Background: an optimization exercise with open tools, aiming at small area and few clock cycles per item. Do not read the settings as production practice. Function was checked by simulation only, so behaviour that the tests miss may differ from the original.

==> flow/design.v, too long to show whole: its modules and the start of the top module <==
// module addsub: 395 lines
// module bpp: 10 lines
// module ha: 9 lines
// module fa: 10 lines
// module mul: 1383 lines
// module arbiter: 21 lines
// module calculator: 58 lines
module calculator (
    input  logic clk,
    input  logic rst_n,
    input  logic add_valid,
    output logic add_ack,
    input  logic [WIDTH-1:0] add_a,
    input  logic [WIDTH-1:0] add_b,
    input  logic sub_valid,
    output logic sub_ack,
    input  logic [WIDTH-1:0] sub_a,
    input  logic [WIDTH-1:0] sub_b,
    input  logic mul_valid,
    output logic mul_ack,
    input  logic [WIDTH-1:0] mul_a,
    input  logic [WIDTH-1:0] mul_b,
    output logic result_valid,
    input  logic result_ack,
    output logic [2:0] result_unit,
    output logic [WIDTH-1:0] result
);
  // ...
==> flow/flow/run.sh <==
#!/bin/bash
# The standard flow, with the port buffers that placement inserts made of
# the smallest buffer cell (every input and output port still gets one),
# and a clock tree of smaller buffers without dummy loads.
set -uo pipefail
bash standard.sh synth > synth.log 2>&1 || exit 1
export BUFFER_PORTS_ARGS="-buffer_cell sky130_fd_sc_hd__buf_1"
export CTS_ARGS="-sink_clustering_enable -repair_clock_nets -sink_clustering_size 30 -sink_clustering_max_diameter 100 -buf_list sky130_fd_sc_hd__clkbuf_8 -dont_use_dummy_load"
bash standard.sh finish > layout.log 2>&1 || exit 1
==> flow/standard.sh <==
#!/bin/bash
# synth_recipe.tcl (not shown) runs the flow's synth.tcl, then flattens the netlist and writes it again
# the make line also repeats each setting of config.mk as NAME=value (left out here)
make -C /OpenROAD-flow-scripts/flow DESIGN_CONFIG=/design/flow/config.mk WORK_HOME=/design/flow/orfs CLKGATE_MAP_FILE= SYNTH_SCRIPT=/design/flow/synth_recipe.tcl "${@:-finish}"
==> flow/config.mk <==
export PLATFORM = sky130hd
export DESIGN_NAME = calculator
export DESIGN_NICKNAME = calculator
export VERILOG_FILES = /design/flow/design.v
export SDC_FILE = /design/flow/constraint.sdc
export NUM_CORES = 4
export LEC_CHECK = 0
export CAP_MARGIN = 0
export CORE_MARGIN = 2
export CORE_UTILIZATION = 40
export SLEW_MARGIN = 0
export SYNTH_HIERARCHICAL = 1
export SYNTH_MINIMUM_KEEP_SIZE = 0
==> flow/constraint.sdc <==
create_clock -name core_clock -period 9.0 [get_ports {clk}]
set_input_delay 1.8000 -clock core_clock [delete_from_list [all_inputs] [get_ports {clk}]]
set_output_delay 1.8000 -clock core_clock [all_outputs]
set_load 0.01 [all_outputs]
==> results by group, run 1 <==
Run status
  – Outcome: no timing/DRC/antenna violations

Floorplan
  – Initial core utilization: between 40% and 50%
  – Die extent in y: 246.7 um
  – Core ar.: between 50,000 and 60,000 um^2

Worst setup path
  – Setup crit end kind: output port
  – Slowest cell on the critical path: buf_4
  – Worst-path maximum fanout: 66
  – Cells along the critical path: buf_1, nand2_1, and3b_4, buf_4, a22oi_1, o21ai_0, ha_1, and4_4, and2_0, o311a_1, a221oi_2, nand2_2, a41o_4, a31oi_4, nor4_1, or3_1, xor2_1, buf_1
  – Worst r2r src: mul_inst.cnt[1]$_DFF_PN0_

Synthesis
  – Xor-xnor portion of the synthesized cell area: 16.71%
  – Largest family of logic cells by synthesized area: adder cells
  – Top cells by area, synth: fa_1, xnor2_1, a22oi_1, dfxtp_1, a222oi_1
  – Post-synthesis async set-or-reset flop share: under 10%
  – Synthesized area per cell: 9.244 um^2
  – Synth Area in Simple Gates: 7.498%

GRT
  – GRT busiest layer: met2
  – Grt ovf: 0
  – Routing usage on met3: under 10%

Detailed routing
  – Via count: around 22k
  – Routed met2 length: 40.44 mm
  – Drt first-iter violations: around 2.6k
  – Max Used Layer: met4

Clock tree
  – Clock latency (worst-skew pair): 0.44 ns
  – Total CTS buffers: 9
  – Root buffer cell: clkbuf_8
  – Clk buf depth: 2

Cells and area
  – Layout Cells excl Fill: approximately 3.6k
  – Leading registers by flop count: mul_inst.rs (64), mul_inst.rcs (21), mul_inst.cnt (2)
  – Seq area share: under 10%
  – Sequential cell count: between 80 and 90
  – Register bank with the most flops: mul_inst.rs
  – Leading cell kind: multi-input combinational cells

Placed design
  – Inst Count DP: between 3k and 4k
  – Placer Congestion: ~1

Timing
  – Measured slew at the worst slew-check pin: around 1.3 ns
Testbench counts, summed over its fixed seeds: cycles 4,633, items 4,259.
==> run 2, diff against run 1 <==
--- a/flow/flow/run.sh
+++ b/flow/flow/run.sh
@@ -7,3 +7,3 @@
 export BUFFER_PORTS_ARGS="-buffer_cell sky130_fd_sc_hd__buf_1"
-export CTS_ARGS="-sink_clustering_enable -repair_clock_nets -sink_clustering_size 30 -sink_clustering_max_diameter 100 -buf_list sky130_fd_sc_hd__clkbuf_8 -dont_use_dummy_load"
+export CTS_ARGS="-sink_clustering_enable -repair_clock_nets -sink_clustering_size 20 -sink_clustering_max_diameter 60 -buf_list sky130_fd_sc_hd__clkbuf_8 -dont_use_dummy_load"
 bash standard.sh finish > layout.log 2>&1 || exit 1
--- a/flow/config.mk
+++ b/flow/config.mk
@@ -9,3 +9,3 @@
 export CORE_MARGIN = 2
-export CORE_UTILIZATION = 40
+export CORE_UTILIZATION = 60
 export SLEW_MARGIN = 0
==> run 2 against run 1 <==
Effect of this change:
- register-to-register slack got worse by 0.04 ns
- critical path type unchanged
- critical endpoint is now result[62]
- first-iteration DRC count increased by 37%
- synthesized cell count unchanged
==> results by group, run 2 <==
Hold path
  – WHS Path Cells: 1 (unchanged)
  – HP Class: register to register (unchanged)

Synthesis
  – Top cells by area, synth: fa_1, xnor2_1, a22oi_1, dfxtp_1, a222oi_1 (unchanged)
  – Most frequent cells after synthesis: a22oi_1, xnor2_1, fa_1, clkbuf_1, nor2_1 (unchanged)
  – Cell count after synthesis: 2,549 (unchanged)
  – Register bit count reported by yosys: 89 (unchanged)
  – Sequential area share after synthesis: 7.647% (unchanged)
  – Synthesis Warnings: 8 (unchanged)
  – Count of unique library cells instantiated by Yosys: 74 (unchanged)
  – Post-synthesis async set-or-reset flop share: 4.494% (unchanged)
  – Synth Flop Type: dfxtp_1 (unchanged)
  – Post-synth top area cell: fa_1 (unchanged)
  – Post-synth top area share: 31.44% (unchanged)
  – Most common cell in the netlist: a22oi_1 (unchanged)
  – Area of the mapped netlist: 23,560 um^2 (unchanged)
  – Synthesized area per cell: 9.244 um^2 (unchanged)
  – EDFF count, synth: 0 (unchanged)

Timing
  – Measured slew at the worst slew-check pin: 1.314 ns (was 1.301 ns)
  – Slew margin rel.: 12.38% (was 13.24%)
  – Crit path time final: 8.201 ns (was 8.202 ns)
  – Highest Clock Rate: 121.9 MHz (about the same)
  – Fin. Hold Viols: 0 (unchanged)
  – Unrepaired setup endpoints after global routing: false (unchanged)
  – Worst Skew: 0.03111 ns (was 0.04359 ns)
  – Setup_tns: 0 ns (unchanged)
  – Setup violators final: 0 (unchanged)
  – Final Max Slew Viols: 0 (unchanged)
  – Final setup margin: 0.7993 ns (was 0.7976 ns)
  – Final Cycle Share: 91.12% (was 91.14%)
  – Final hold slack: 0.5416 ns (was 0.5427 ns)

Clock tree
  – Post CTS Setup Buffer Count: 0 (unchanged)
  – Cts hold-fix bufs: 0 (unchanged)
  – Clk buf depth: 2 (unchanged)
  – H-tree depth: 3 (unchanged)
  – Total CTS buffers: 9 (unchanged)
  – CTS tree: built (unchanged)
  – Clock latency (worst-skew pair): 0.45 ns (was 0.44 ns)
  – Clock sink total: 89 (unchanged)
  – Root buffer cell: clkbuf_8 (unchanged)
  – Post_cts resized: 0 (unchanged)
  – Clock slew at reported path FFs: 0.08 ns (about the same)

GRT
  – Grt met2 use: 65.11% (was 46.08%)
  – Grt ovf: 0 (unchanged)
  – GRT Util Overall: 42.23% (was 28.43%)
  – Number of global-route vias before repair: 22.99k (was 22.43k)
  – GRT busiest layer: met2 (unchanged)
  – First-pass GRT wire length: 131.7 mm (was 131.9 mm)
  – Met1 Use GR: 54.90% (was 37.37%)
  – Antenna violations before repair: 0 (was 1)
  – Pin count of the biggest net entering global routing: 99 (was 86)
  – Routing usage on met3: 11.29% (was 5.720%)

Floorplan
  – Initial core utilization: 60.83% (was 40.68%)
  – Core ar.: 38,740 um^2 (was 57,920 um^2)
  – Rows: 72 (was 88)
  – Die area: 40,870 um^2 (was 60,860 um^2)
  – I/O pins: 461 (unchanged)
  – Die W: 202.2 um (was 246.7 um)
  – Die extent in y: 202.2 um (was 246.7 um)

Run status
  – Outcome: no timing/DRC/antenna violations (unchanged)

Detailed routing
  – Drt wl/cell: 25.53 um (was 23.96 um)
  – Vias per cell: 6.647 (was 6.057)
  – Final ANT Viol Nets: 0 (unchanged)
  – Via count: 22.49k (was 22.06k)
  – Drc violations: 0 (unchanged)
  – 1st-pass router iterations: 8 (was 9)
  – Drt first-iter violations: 3,562 (was 2,602)
  – Routed WL: 86.41 mm (was 87.25 mm)

Worst setup path
  – Worst Setup Start Kind: input port (unchanged)
  – Worst reg2reg path depth: 18 (unchanged)
  – Kind of critical path: input port to output port (unchanged)
  – Setup crit end kind: output port (unchanged)
  – Worst-path maximum fanout: 67 (was 66)
  – Critical path arrival: 6.40 ns (about the same)
  – WP data required: 7.20 ns (about the same)

Cells and area
  – Footprint of the multi-input gates: 20,360 um^2 (was 20,410 um^2)
  – Final nets: 3,694 (was 3,704)
  – Diode count: 0 (was 1)
  – Leading registers by flop count: mul_inst.rs (64), mul_inst.rcs (21), mul_inst.cnt (2) (unchanged)
  – Util after Layout: 66.58% (was 45.21%)
  – Layout area overhead: 9.462% (was 11.12%)
  – Register bank with the most flops: mul_inst.rs (unchanged)
  – FF/Latch Area: 1805 um^2 (unchanged)
  – Most common cell after layout, fill and taps aside: buf_1 (unchanged)
  – Ratio of cells with drive above 1 in the final layout: 5.687% (was 6.015%)
  – Fill count: 3,298 (was 5,767)
  – Most frequent cells in the layout: buf_1, a22oi_1, xnor2_1, fa_1, nor2_1 (was buf_1, a22oi_1, xnor2_1, fa_1, buf_4)
  – Largest register FFs: 64 (unchanged)

Placed design
  – Number of port buffers: 460 (unchanged)
  – Placer Congestion: 0.9894 (was 0.9952)
  – DP Wirelength: 65.98 mm (was 67.69 mm)
  – Pre-CTS setup slack: 0.8288 ns (was 0.7548 ns)

Flow run
  – Max-Cap Viols: 0 (unchanged)
==> run 2: cell counts after synthesis <==
No cell type changed its count.
==> run 2: layer usage <==
layer  vias up  wire, um
met3       353     11120
met5         -         0
met4         0      5295
li1       9668         -
met2      1674     37600
met1     10797     32390
==> run 2: path summary, 6_finish.rpt <==
path	start	endpoint	slack, ns
setup / recovery	add_valid	result[62]	0.80
hold / removal	arbiter_inst.sub_first$_DFFE_PN0P_	arbiter_inst.sub_first$_DFFE_PN0P_	0.54
setup reg to reg	mul_inst.cnt[1]$_DFF_PN0_	mul_inst.rs[53]$_DFF_P_	1.70
hold reg to reg	arbiter_inst.sub_first$_DFFE_PN0P_	arbiter_inst.sub_first$_DFFE_PN0P_	0.54
max in group asynchronous	rst_n	mul_inst.full$_DFF_PN0_	7.35
min in group asynchronous	rst_n	mul_inst.cnt[1]$_DFF_PN0_	1.29
==> run 2: cell families (layout without fill, tap and decap cells) <==
kind of cell | Yosys count | after routing | synth area share [%]
buf+inv | 386 | 661 | 7.232
other cells | 1 | 43 | 0.01592
compound gates | 836 | 836 | 25.87
simple gates | 351 | 351 | 7.498
xor+xnor | 448 | 448 | 16.71
fa+ha+maj | 436 | 436 | 34.94
flops | 89 | 89 | 7.647
mux | 2 | 2 | 0.08497
==> run 2: layout make-up <==
class / instances / area share, %
Multi-Input combinational cell: 2116 / 78.96
Timing Repair Buffer: 554 / 9.625
Sequential cell: 89 / 7.000
Tap cell: 518 / 2.513
Inverter: 98 / 1.426
Clock buffer: 9 / 0.4803
==> run 2: worst max-delay path, cell delays in order <==
cell and delay [ns]:
buf_1 0.09, nor2b_1 0.14, nor3b_2 0.24, buf_4 0.64
inv_1 0.15, fa_1 0.42, fa_1 0.41, nand2b_1 0.17
a21oi_1 0.26, o21a_1 0.19, o21ai_1 0.16, nand2_2 0.16
a41o_4 0.28, a31oi_4 0.20, o41ai_2 0.53, a31oi_1 0.14
a211oi_1 0.22, buf_1 0.17
==> run 2: per-module statistics from Yosys, one instance, submodules excluded <==
module / flops+latches / area (um^2) / cells inside
mul: 88 / 11640 / 1533
addsub: 0 / 2643 / 338
calculator: 0 / 1933 / 306
arbiter: 1 / 82.58 / 9
fa: 0 / 20.02 / 1
==> run 2: metrics by stage <==
| step | std cells | cell area [um^2] |
|---|---|---|
| after CTS | 3384 | 25790 |
| after floorplan | 2591 | 23720 |
| after global placement | 3375 | 25670 |
| final | 3384 | 25790 |
| after detailed placement | 3375 | 25670 |
| after global routing | 3384 | 25790 |
==> run 3, diff against run 2 <==
==> flow/flow/run.sh (replaced) <==
#!/bin/bash
# The standard flow, with the port buffers that placement inserts made of
# the smallest buffer cell (every input and output port still gets one).
set -uo pipefail
bash standard.sh synth > synth.log 2>&1 || exit 1
export BUFFER_PORTS_ARGS="-buffer_cell sky130_fd_sc_hd__buf_1"
bash standard.sh finish > layout.log 2>&1 || exit 1
--- a/flow/config.mk
+++ b/flow/config.mk
@@ -7,6 +7,6 @@
 export LEC_CHECK = 0
-export CAP_MARGIN = 0
+export CAP_MARGIN = 20
 export CORE_MARGIN = 2
-export CORE_UTILIZATION = 60
-export SLEW_MARGIN = 0
+export CORE_UTILIZATION = 40
+export SLEW_MARGIN = 20
 export SYNTH_HIERARCHICAL = 1
==> run 3 against run 2 <==
Effect of this change:
- clock skew fell by 0.019 ns
- global-route usage fell by 14 points
- count of clock-buffer cells in the layout did not move
- fmax fell by 0.36%
- first-iteration DRC count fell by 28%
- register-to-register slack improved by 0.02 ns
- die area rose by 49%
- cell count rose by 7.8%
- via count fell by 1.8%
==> results by group, run 3 <==
Timing
  – Setup violators final: 0 (unchanged)
  – Final Cycle Share: 91.45% (was 91.12%)
  – Crit path time final: 8.230 ns (was 8.201 ns)
  – Highest Clock Rate: 121.5 MHz (was 121.9 MHz)
  – Slew margin rel.: 11.10% (was 12.38%)
  – Final Max Slew Viols: 0 (unchanged)
  – Fin. Hold Viols: 0 (unchanged)
  – Setup_tns: 0 ns (unchanged)
  – Measured slew at the worst slew-check pin: 1.333 ns (was 1.314 ns)
  – Worst Skew: 0.01253 ns (was 0.03111 ns)
  – Unrepaired setup endpoints after global routing: false (unchanged)

Detailed routing
  – Vias per cell: 6.051 (was 6.647)
  – Drt first-iter violations: 2,565 (was 3,562)
  – 1st-pass router iterations: 10 (was 8)
  – Routed WL: 87.39 mm (was 86.41 mm)
  – Drc violations: 0 (unchanged)
  – Via count: 22.08k (was 22.49k)
  – Drt wl/cell: 23.95 um (was 25.53 um)
  – Final ANT Viol Nets: 0 (unchanged)

Floorplan
  – Die W: 246.7 um (was 202.2 um)
  – Rows: 88 (was 72)
  – I/O pins: 461 (unchanged)
  – Die extent in y: 246.7 um (was 202.2 um)
  – Initial core utilization: 40.68% (was 60.83%)
  – Die area: 60,860 um^2 (was 40,870 um^2)
  – Core ar.: 57,920 um^2 (was 38,740 um^2)

Worst setup path
  – Reg2reg setup slack: 1.72 ns (was 1.70 ns)
  – Worst-path maximum fanout: 66 (was 67)
  – WP data required: 7.20 ns (about the same)
  – Worst r2r dst: mul_inst.rs[53]$_DFF_P_ (unchanged)
  – Worst Setup Start Kind: input port (unchanged)
  – Critical path arrival: 6.43 ns (was 6.40 ns)
  – Setup crit end kind: output port (unchanged)
  – Worst r2r src: mul_inst.cnt[0]$_DFF_PN0_ (was mul_inst.cnt[1]$_DFF_PN0_)
  – Kind of critical path: input port to output port (unchanged)
  – Worst reg2reg path depth: 17 (was 18)
  – Crit path from: sub_valid (was add_valid)
  – Setup crit end: result[58] (was result[62])

Placed design
  – Placer Congestion: 0.9952 (was 0.9894)
  – DP Wirelength: 67.69 mm (was 65.98 mm)
  – Number of port buffers: 460 (unchanged)

GRT
  – Number of global-route vias before repair: 22.44k (was 22.99k)
  – Routing usage on met3: 5.774% (was 11.29%)
  – Antenna violations before repair: 0 (unchanged)
  – GRT busiest layer: met2 (unchanged)
  – Pin count of the biggest net entering global routing: 86 (was 99)
  – Grt met2 use: 46.35% (was 65.11%)
  – GRT Util Overall: 28.45% (was 42.23%)
  – Met1 Use GR: 37.34% (was 54.90%)
  – Grt ovf: 0 (unchanged)
  – First-pass GRT wire length: 131.9 mm (was 131.7 mm)

Cells and area
  – Leading registers by flop count: mul_inst.rs (64), mul_inst.rcs (21), mul_inst.cnt (2) (unchanged)
  – Ratio of cells with drive above 1 in the final layout: 6.311% (was 5.687%)
  – Register bank with the most flops: mul_inst.rs (unchanged)
  – Diode count: 0 (unchanged)
  – Most frequent cells in the layout: buf_1, a22oi_1, xnor2_1, fa_1, buf_4 (was buf_1, a22oi_1, xnor2_1, fa_1, nor2_1)
  – Most common cell after layout, fill and taps aside: buf_1 (unchanged)
  – Layout area overhead: 11.95% (was 9.462%)
  – Final nets: 3,705 (was 3,694)
  – Largest register FFs: 64 (unchanged)
  – Fill count: 5,759 (was 3,298)
  – FF/Latch Area: 1805 um^2 (unchanged)
  – Footprint of the multi-input gates: 20,410 um^2 (was 20,360 um^2)
  – Util after Layout: 45.55% (was 66.58%)

Synthesis
  – Mux share of post-synthesis cell area: 0.08496% (unchanged)
  – Largest family of logic cells by synthesized area: adder cells (unchanged)
  – Sequential area share after synthesis: 7.647% (unchanged)
  – Post-synth top area share: 31.44% (unchanged)
  – EDFF count, synth: 0 (unchanged)
  – Synth Flop Type: dfxtp_1 (unchanged)
  – Post-synthesis async set-or-reset flop share: 4.494% (unchanged)
  – Synth Area in Simple Gates: 7.498% (unchanged)
  – Synthesis Warnings: 8 (unchanged)
  – Count of unique library cells instantiated by Yosys: 74 (unchanged)
  – Cell count after synthesis: 2,549 (unchanged)
  – Most common cell in the netlist: a22oi_1 (unchanged)
  – Synth Area in Adders: 34.94% (unchanged)
  – Xor-xnor portion of the synthesized cell area: 16.71% (unchanged)
  – Area of the mapped netlist: 23,560 um^2 (unchanged)
  – Compound-cell area share of the yosys netlist: 25.87% (unchanged)
  – Register bit count reported by yosys: 89 (unchanged)
  – Most frequent cells after synthesis: a22oi_1, xnor2_1, fa_1, clkbuf_1, nor2_1 (unchanged)
  – Top cells by area, synth: fa_1, xnor2_1, a22oi_1, dfxtp_1, a222oi_1 (unchanged)
  – Post-synth top area cell: fa_1 (unchanged)
  – Synthesized area per cell: 9.244 um^2 (unchanged)

Clock tree
  – Root buffer cell: clkbuf_16 (was clkbuf_8)
  – Clock slew at reported path FFs: 0.07 ns (was 0.08 ns)
  – Clk buf depth: 2 (unchanged)
  – H-tree depth: 3 (unchanged)
  – Clock latency (worst-skew pair): 0.39 ns (was 0.45 ns)
  – Post_cts resized: 0 (unchanged)
  – Clock sink total: 89 (unchanged)
  – CTS tree: built (unchanged)
  – Total CTS buffers: 9 (unchanged)
  – Cts hold-fix bufs: 0 (unchanged)
  – Post CTS Setup Buffer Count: 0 (unchanged)

Hold path
  – HP Class: register to register (unchanged)

Run status
  – Outcome: no timing/DRC/antenna violations (unchanged)

Flow run
  – Max-Cap Viols: 0 (unchanged)
-- run 3: cell counts after synthesis --
Identical to the previous run, type by type.
-- run 3: worst max-delay path: stages --
cell      delay [ns]
buf_1           0.08
nand2_1         0.08
and3b_4         0.49
buf_4           0.63
a22oi_1         0.14
o21ai_0         0.14
ha_1            0.30
and4_4          0.21
and2_0          0.15
o311a_1         0.33
a221oi_2        0.28
nand2_2         0.17
a41o_4          0.34
a31oi_4         0.42
nor4_1          0.14
or3_1           0.34
xor2_1          0.14
buf_1           0.17
-- run 3: worst min-delay path by stage --
stage	start	endpoint	slack (ns)	cells past startpoint
floorplan	arbiter_inst.sub_first$_DFFE_PN0P_	arbiter_inst.sub_first$_DFFE_PN0P_	0.49	1
global placement	arbiter_inst.sub_first$_DFFE_PN0P_	arbiter_inst.sub_first$_DFFE_PN0P_	0.54	1
detailed placement	arbiter_inst.sub_first$_DFFE_PN0P_	arbiter_inst.sub_first$_DFFE_PN0P_	0.53	1
CTS	arbiter_inst.sub_first$_DFFE_PN0P_	arbiter_inst.sub_first$_DFFE_PN0P_	0.55	1
global route	arbiter_inst.sub_first$_DFFE_PN0P_	arbiter_inst.sub_first$_DFFE_PN0P_	0.58	1
finish	arbiter_inst.sub_first$_DFFE_PN0P_	arbiter_inst.sub_first$_DFFE_PN0P_	0.54	1
-- run 3: layer usage --
layer  share of wire, %  wire length (um)
met2                 47             40700
met4                4.0              3499
met5                  0                 0
met3                9.5              8343
met1                 40             34850
-- run 3: kinds of logic after synthesis --
kind of cell / count (synthesis)
buffers and inverters: 386
flip-flops: 89
XOR/XNOR: 448
adder cells (fa/ha/maj): 436
AND/OR/NAND/NOR: 351
AO/OA/AOI/OAI: 836
other: 1
multiplexers: 2
-- run 3: cell type report --
class | count | share of cell area (%)
Multi-Input combinational cell | 2116 | 77.38
Timing Repair Buffer | 565 | 9.629
Sequential cell | 89 | 6.844
Tap cell | 765 | 3.629
Inverter | 98 | 1.394
Clock buffer | 9 | 0.8538
Clock inverter | 7 | 0.2751
-- run 3: per-module statistics from Yosys (local to each module, per instance) --
module / copies in the design / cell area (um^2) / cells
arbiter: 1 / 82.58 / 9
calculator: 1 / 1933 / 306
fa: 363 / 20.02 / 1
mul: 1 / 11640 / 1533
addsub: 1 / 2643 / 338
-- run 3: stage by stage --
| stage | hold slack (ns) | setup slack, ns | std cells | cell area (um^2) |
|---|---|---|---|---|
| global placement | 0.5363 | 0.8199 | 3632 | 26060 |
| detailed placement | 0.5319 | 0.7548 | 3632 | 26060 |
| CTS | 0.5483 | 0.7399 | 3648 | 26360 |
| floorplan | 0.4938 | 1.451 | 2591 | 23720 |
| global route | 0.5799 | 0.4461 | 3649 | 26380 |
| finish | 0.5423 | 0.7699 | 3649 | 26380 |

afterwards: timing with drivers on the ports:
In the flow no input, the clock included, has a driving cell. The finished layouts below were timed again as built, in two steps. Step 1 assumes that a clkbuf_16 drives the clock port and a buf_2 every other input. Step 2 moves the port delays by t, midway between the first and last clock arrival at a register: inputs arrive t later, outputs are due t later. That takes back most of the time a late clock gives input paths. Slacks: no drivers / after step 1 / after step 2; pairs: no drivers / after step 1.
run	t, ns	slack for setup (ns)	worst setup path after step 2
run 1	0.473	0.798 / 0.772 / 0.772	input to output
run 2	0.485	0.799 / 0.777 / 0.777	input to output
run 3	0.440	0.770 / 0.745 / 0.745	input to output
After both steps every run listed still meets setup and hold. The setup slack of run 1, which loses most, moves by -0.026 ns with the drivers and by -0.026 ns with both steps.
